From an optimization exercise on the open Yosys and OpenROAD flow, aimed at small area, a short achievable clock period and few clock cycles per item; shortcuts taken in it are not production practice.
RTL that was checked went through simulation tests only; none was proved equivalent to the original.
Power is estimated from default activity; no workload was simulated.

Setup of JK:
==> module DES_ECB, before the edit <==
module DES_ECB (Clk, Reset, Start, X, KEY, OUT, RDY);
   input         Clk;
   input         Reset;
   input         Start;
   input  [63:0] X, KEY;
   output [63:0] OUT;
   output        RDY;
   reg [31:0] L, R;       
   reg [55:0] CD;         
   reg [3:0]  cnt;        
   reg        busy;
   assign RDY = ~busy;
   wire [63:0] RL = {R, L};
   assign OUT = {RL[24], RL[56], RL[16], RL[48], RL[8], RL[40], RL[0], RL[32], RL[25], RL[57], RL[17], RL[49], RL[9], RL[41], RL[1], RL[33], RL[26], RL[58], RL[18], RL[50], RL[10], RL[42], RL[2], RL[34], RL[27], RL[59], RL[19], RL[51], RL[11], RL[43], RL[3], RL[35], RL[28], RL[60], RL[20], RL[52], RL[12], RL[44], RL[4], RL[36], RL[29], RL[61], RL[21], RL[53], RL[13], RL[45], RL[5], RL[37], RL[30], RL[62], RL[22], RL[54], RL[14], RL[46], RL[6], RL[38], RL[31], RL[63], RL[23], RL[55], RL[15], RL[47], RL[7], RL[39]};
   wire [63:0] ipx = {X[6], X[14], X[22], X[30], X[38], X[46], X[54], X[62], X[4], X[12], X[20], X[28], X[36], X[44], X[52], X[60], X[2], X[10], X[18], X[26], X[34], X[42], X[50], X[58], X[0], X[8], X[16], X[24], X[32], X[40], X[48], X[56], X[7], X[15], X[23], X[31], X[39], X[47], X[55], X[63], X[5], X[13], X[21], X[29], X[37], X[45], X[53], X[61], X[3], X[11], X[19], X[27], X[35], X[43], X[51], X[59], X[1], X[9], X[17], X[25], X[33], X[41], X[49], X[57]};
   wire [55:0] pc1 = {KEY[7], KEY[15], KEY[23], KEY[31], KEY[39], KEY[47], KEY[55], KEY[63], KEY[6], KEY[14], KEY[22], KEY[30], KEY[38], KEY[46], KEY[54], KEY[62], KEY[5], KEY[13], KEY[21], KEY[29], KEY[37], KEY[45], KEY[53], KEY[61], KEY[4], KEY[12], KEY[20], KEY[28], KEY[1], KEY[9], KEY[17], KEY[25], KEY[33], KEY[41], KEY[49], KEY[57], KEY[2], KEY[10], KEY[18], KEY[26], KEY[34], KEY[42], KEY[50], KEY[58], KEY[3], KEY[11], KEY[19], KEY[27], KEY[35], KEY[43], KEY[51], KEY[59], KEY[36], KEY[44], KEY[52], KEY[60]};
   wire [55:0] cd0 = {pc1[54], pc1[53], pc1[52], pc1[51], pc1[50], pc1[49], pc1[48], pc1[47], pc1[46], pc1[45], pc1[44], pc1[43], pc1[42], pc1[41], pc1[40], pc1[39], pc1[38], pc1[37], pc1[36], pc1[35], pc1[34], pc1[33], pc1[32], pc1[31], pc1[30], pc1[29], pc1[28], pc1[55], pc1[26], pc1[25], pc1[24], pc1[23], pc1[22], pc1[21], pc1[20], pc1[19], pc1[18], pc1[17], pc1[16], pc1[15], pc1[14], pc1[13], pc1[12], pc1[11], pc1[10], pc1[9], pc1[8], pc1[7], pc1[6], pc1[5], pc1[4], pc1[3], pc1[2], pc1[1], pc1[0], pc1[27]};   
   wire [47:0] rk = {CD[42], CD[39], CD[45], CD[32], CD[55], CD[51], CD[53], CD[28], CD[41], CD[50], CD[35], CD[46], CD[33], CD[37], CD[44], CD[52], CD[30], CD[48], CD[40], CD[49], CD[29], CD[36], CD[43], CD[54], CD[15], CD[4], CD[25], CD[19], CD[9], CD[1], CD[26], CD[16], CD[5], CD[11], CD[23], CD[8], CD[12], CD[7], CD[17], CD[0], CD[22], CD[3], CD[10], CD[14], CD[6], CD[20], CD[27], CD[24]};   
   wire [47:0] t = {R[0], R[31], R[30], R[29], R[28], R[27], R[28], R[27], R[26], R[25], R[24], R[23], R[24], R[23], R[22], R[21], R[20], R[19], R[20], R[19], R[18], R[17], R[16], R[15], R[16], R[15], R[14], R[13], R[12], R[11], R[12], R[11], R[10], R[9], R[8], R[7], R[8], R[7], R[6], R[5], R[4], R[3], R[4], R[3], R[2], R[1], R[0], R[31]} ^ rk;
   wire [31:0] s;
   des_sb1 u_sb1 (.a(t[47:42]), .y(s[31:28]));
   des_sb2 u_sb2 (.a(t[41:36]), .y(s[27:24]));
   des_sb3 u_sb3 (.a(t[35:30]), .y(s[23:20]));
   des_sb4 u_sb4 (.a(t[29:24]), .y(s[19:16]));
   des_sb5 u_sb5 (.a(t[23:18]), .y(s[15:12]));
   des_sb6 u_sb6 (.a(t[17:12]), .y(s[11:8]));
   des_sb7 u_sb7 (.a(t[11:6]), .y(s[7:4]));
   des_sb8 u_sb8 (.a(t[5:0]), .y(s[3:0]));
   wire [31:0] f = {s[16], s[25], s[12], s[11], s[3], s[20], s[4], s[15], s[31], s[17], s[9], s[6], s[27], s[14], s[1], s[22], s[30], s[24], s[8], s[18], s[0], s[5], s[29], s[23], s[13], s[19], s[2], s[26], s[10], s[21], s[28], s[7]};   
   wire rot1 = (cnt == 4'd0) | (cnt == 4'd7) | (cnt == 4'd14);
   wire [55:0] cd_r1 = {CD[54], CD[53], CD[52], CD[51], CD[50], CD[49], CD[48], CD[47], CD[46], CD[45], CD[44], CD[43], CD[42], CD[41], CD[40], CD[39], CD[38], CD[37], CD[36], CD[35], CD[34], CD[33], CD[32], CD[31], CD[30], CD[29], CD[28], CD[55], CD[26], CD[25], CD[24], CD[23], CD[22], CD[21], CD[20], CD[19], CD[18], CD[17], CD[16], CD[15], CD[14], CD[13], CD[12], CD[11], CD[10], CD[9], CD[8], CD[7], CD[6], CD[5], CD[4], CD[3], CD[2], CD[1], CD[0], CD[27]};
   wire [55:0] cd_r2 = {CD[53], CD[52], CD[51], CD[50], CD[49], CD[48], CD[47], CD[46], CD[45], CD[44], CD[43], CD[42], CD[41], CD[40], CD[39], CD[38], CD[37], CD[36], CD[35], CD[34], CD[33], CD[32], CD[31], CD[30], CD[29], CD[28], CD[55], CD[54], CD[25], CD[24], CD[23], CD[22], CD[21], CD[20], CD[19], CD[18], CD[17], CD[16], CD[15], CD[14], CD[13], CD[12], CD[11], CD[10], CD[9], CD[8], CD[7], CD[6], CD[5], CD[4], CD[3], CD[2], CD[1], CD[0], CD[27], CD[26]};
   always @(posedge Clk) begin
      if (Reset)
         busy <= 1'b0;
      else if (Start)
         busy <= 1'b1;
      else if (cnt == 4'd15)
         busy <= 1'b0;
      if (Start)
         cnt <= 4'd0;
      else
         cnt <= cnt + 4'd1;
      if (Start)
         CD <= cd0;
      else
         CD <= rot1 ? cd_r1 : cd_r2;
      if (Start)
         {L, R} <= ipx;
      else if (busy)
         {L, R} <= {R, L ^ f};
   end
endmodule
Settings: LEC_CHECK=0, CAP_MARGIN=20, CORE_MARGIN=2, CORE_UTILIZATION=55, CTS_BUF_LIST=sky130_fd_sc_hd__clkbuf_4 sky130_fd_sc_hd__clkbuf_8, SETUP_SLACK_MARGIN=3.3, SLEW_MARGIN=20; clock period 6.0 ns.
standard.sh (not shown) runs the stock make flow with config.mk's settings and CLKGATE_MAP_FILE= SYNTH_SCRIPT=/design/flow/synth_recipe.tcl, a recipe that flattens the netlist after the stock synthesis.
==> flow/flow/run.sh <==
#!/bin/bash
# Own layout flow: the standard synthesis, then the combinational logic is
# re-mapped with an area-oriented ABC script (flip-flops and their names are kept),
# then the standard layout from floorplan to finish on the re-mapped netlist.
set -uo pipefail
W=$(pwd)
F=$W/flow
LIB=$FLOW_HOME/platforms/$FLOW_PLATFORM/lib/sky130_fd_sc_hd__tt_025C_1v80.lib
R=$W/orfs/results/$FLOW_PLATFORM/DES_ECB/base

bash standard.sh synth > $W/std_synth.log 2>&1 || { echo "standard synth failed"; exit 1; }
cp $R/1_2_yosys.v $W/netlist_std.v

# functional models of the library's combinational cells, for techmap
yosys -p "read_liberty -ignore_miss_func $LIB; delete sky130_fd_sc_hd__*df* sky130_fd_sc_hd__*dl* sky130_fd_sc_hd__lpflow_inputisolatch_1 sky130_fd_sc_hd__*probe*; write_verilog -noattr $W/combcells.v" > $W/combcells.log 2>&1 || { echo "cell models failed"; exit 1; }

REMAP_CELLS=$W/combcells.v REMAP_LIB=$LIB REMAP_IN=$W/netlist_std.v REMAP_TOP=$FLOW_TOP \
REMAP_DONT_USE="$(cat $F/dont_use.txt)" REMAP_ABC=$F/remap.abc REMAP_OUT=$W/netlist_remap.v \
REMAP_STAT=$W/remap_stat.txt yosys -c $F/remap.tcl > $W/remap.log 2>&1 || { echo "remap failed"; exit 1; }

cp $W/netlist_remap.v $R/1_2_yosys.v
rm -f $R/1_synth.odb
export BUFFER_PORTS_ARGS="-buffer_cell sky130_fd_sc_hd__buf_1"
bash standard.sh > $W/std_layout.log 2>&1 || { echo "layout failed"; tail -20 $W/std_layout.log; exit 1; }
Other scripts of this flow, unchanged in this note and not shown: flow/flow/dont_use.txt, flow/flow/remap.abc, flow/flow/remap.tcl
The following lists how MS was set up differently from JK:
diff --git a/flow/design.v b/flow/design.v
--- a/flow/design.v
+++ b/flow/design.v
@@ -31,4 +31,6 @@
    wire [55:0] cd_r1 = {CD[54], CD[53], CD[52], CD[51], CD[50], CD[49], CD[48], CD[47], CD[46], CD[45], CD[44], CD[43], CD[42], CD[41], CD[40], CD[39], CD[38], CD[37], CD[36], CD[35], CD[34], CD[33], CD[32], CD[31], CD[30], CD[29], CD[28], CD[55], CD[26], CD[25], CD[24], CD[23], CD[22], CD[21], CD[20], CD[19], CD[18], CD[17], CD[16], CD[15], CD[14], CD[13], CD[12], CD[11], CD[10], CD[9], CD[8], CD[7], CD[6], CD[5], CD[4], CD[3], CD[2], CD[1], CD[0], CD[27]};
    wire [55:0] cd_r2 = {CD[53], CD[52], CD[51], CD[50], CD[49], CD[48], CD[47], CD[46], CD[45], CD[44], CD[43], CD[42], CD[41], CD[40], CD[39], CD[38], CD[37], CD[36], CD[35], CD[34], CD[33], CD[32], CD[31], CD[30], CD[29], CD[28], CD[55], CD[54], CD[25], CD[24], CD[23], CD[22], CD[21], CD[20], CD[19], CD[18], CD[17], CD[16], CD[15], CD[14], CD[13], CD[12], CD[11], CD[10], CD[9], CD[8], CD[7], CD[6], CD[5], CD[4], CD[3], CD[2], CD[1], CD[0], CD[27], CD[26]};
+   wire [31:0] r_sel = busy ? L : R;
+   wire [31:0] f_g = f & {32{busy}};
    always @(posedge Clk) begin
       if (Reset)
@@ -47,7 +49,8 @@
          CD <= rot1 ? cd_r1 : cd_r2;
       if (Start)
-         {L, R} <= ipx;
+         L <= ipx[63:32];
       else if (busy)
-         {L, R} <= {R, L ^ f};
+         L <= R;
+      R <= Start ? ipx[31:0] : (r_sel ^ f_g);
    end
 endmodule
==> results.txt <==
Per the comparison of MS with JK, area taken by flip-flops and latches shows a reduction of 9.9%; clock power shows a reduction of 11%; wire length of the first global-routing pass shows an increase of about 1.4%. Against JK as the reference, MS delivers a higher clock buffer count in the final layout. In MS, ratio of final minimum period to clock period is higher than in JK. Relative to JK, MS degrades post-DP HPWL.
Testbench counts of MS, summed over its fixed seeds: cycles 8,704, items 512.
The RTL of JK was laid out without a check of its function.

## port drivers added, routing unchanged
No port has a modelled driver above. Below, the same layouts with a new extraction and two added sets of constraints. Step 1, drivers: a clkbuf_16 drives Clk and a buf_2 each remaining input, both assumed. Step 2 times the ports against the registers' clock, not the clock port: input delays grow and output delays shrink by t, the midpoint of the rising clock arrivals with the driver on. Slacks: no drivers / after step 1 / after step 2; pairs: no drivers / after step 1.
run	t, ns	setup WS [ns]	hold slack, ns	clock arrival spread, ns	worst slew at a driven data input, ns
JK	0.492	3.378 / 3.378 / 3.029	0.462 / 0.462 / 0.462	0.017 / 0.017	0.05
MS	0.490	3.285 / 3.285 / 2.997	0.446 / 0.446 / 0.446	0.015 / 0.016	0.08
After both steps setup and hold are still met in every run listed. For JK, which loses most, drivers alone change the setup slack by 0.000 ns; drivers and shift together by -0.349 ns.
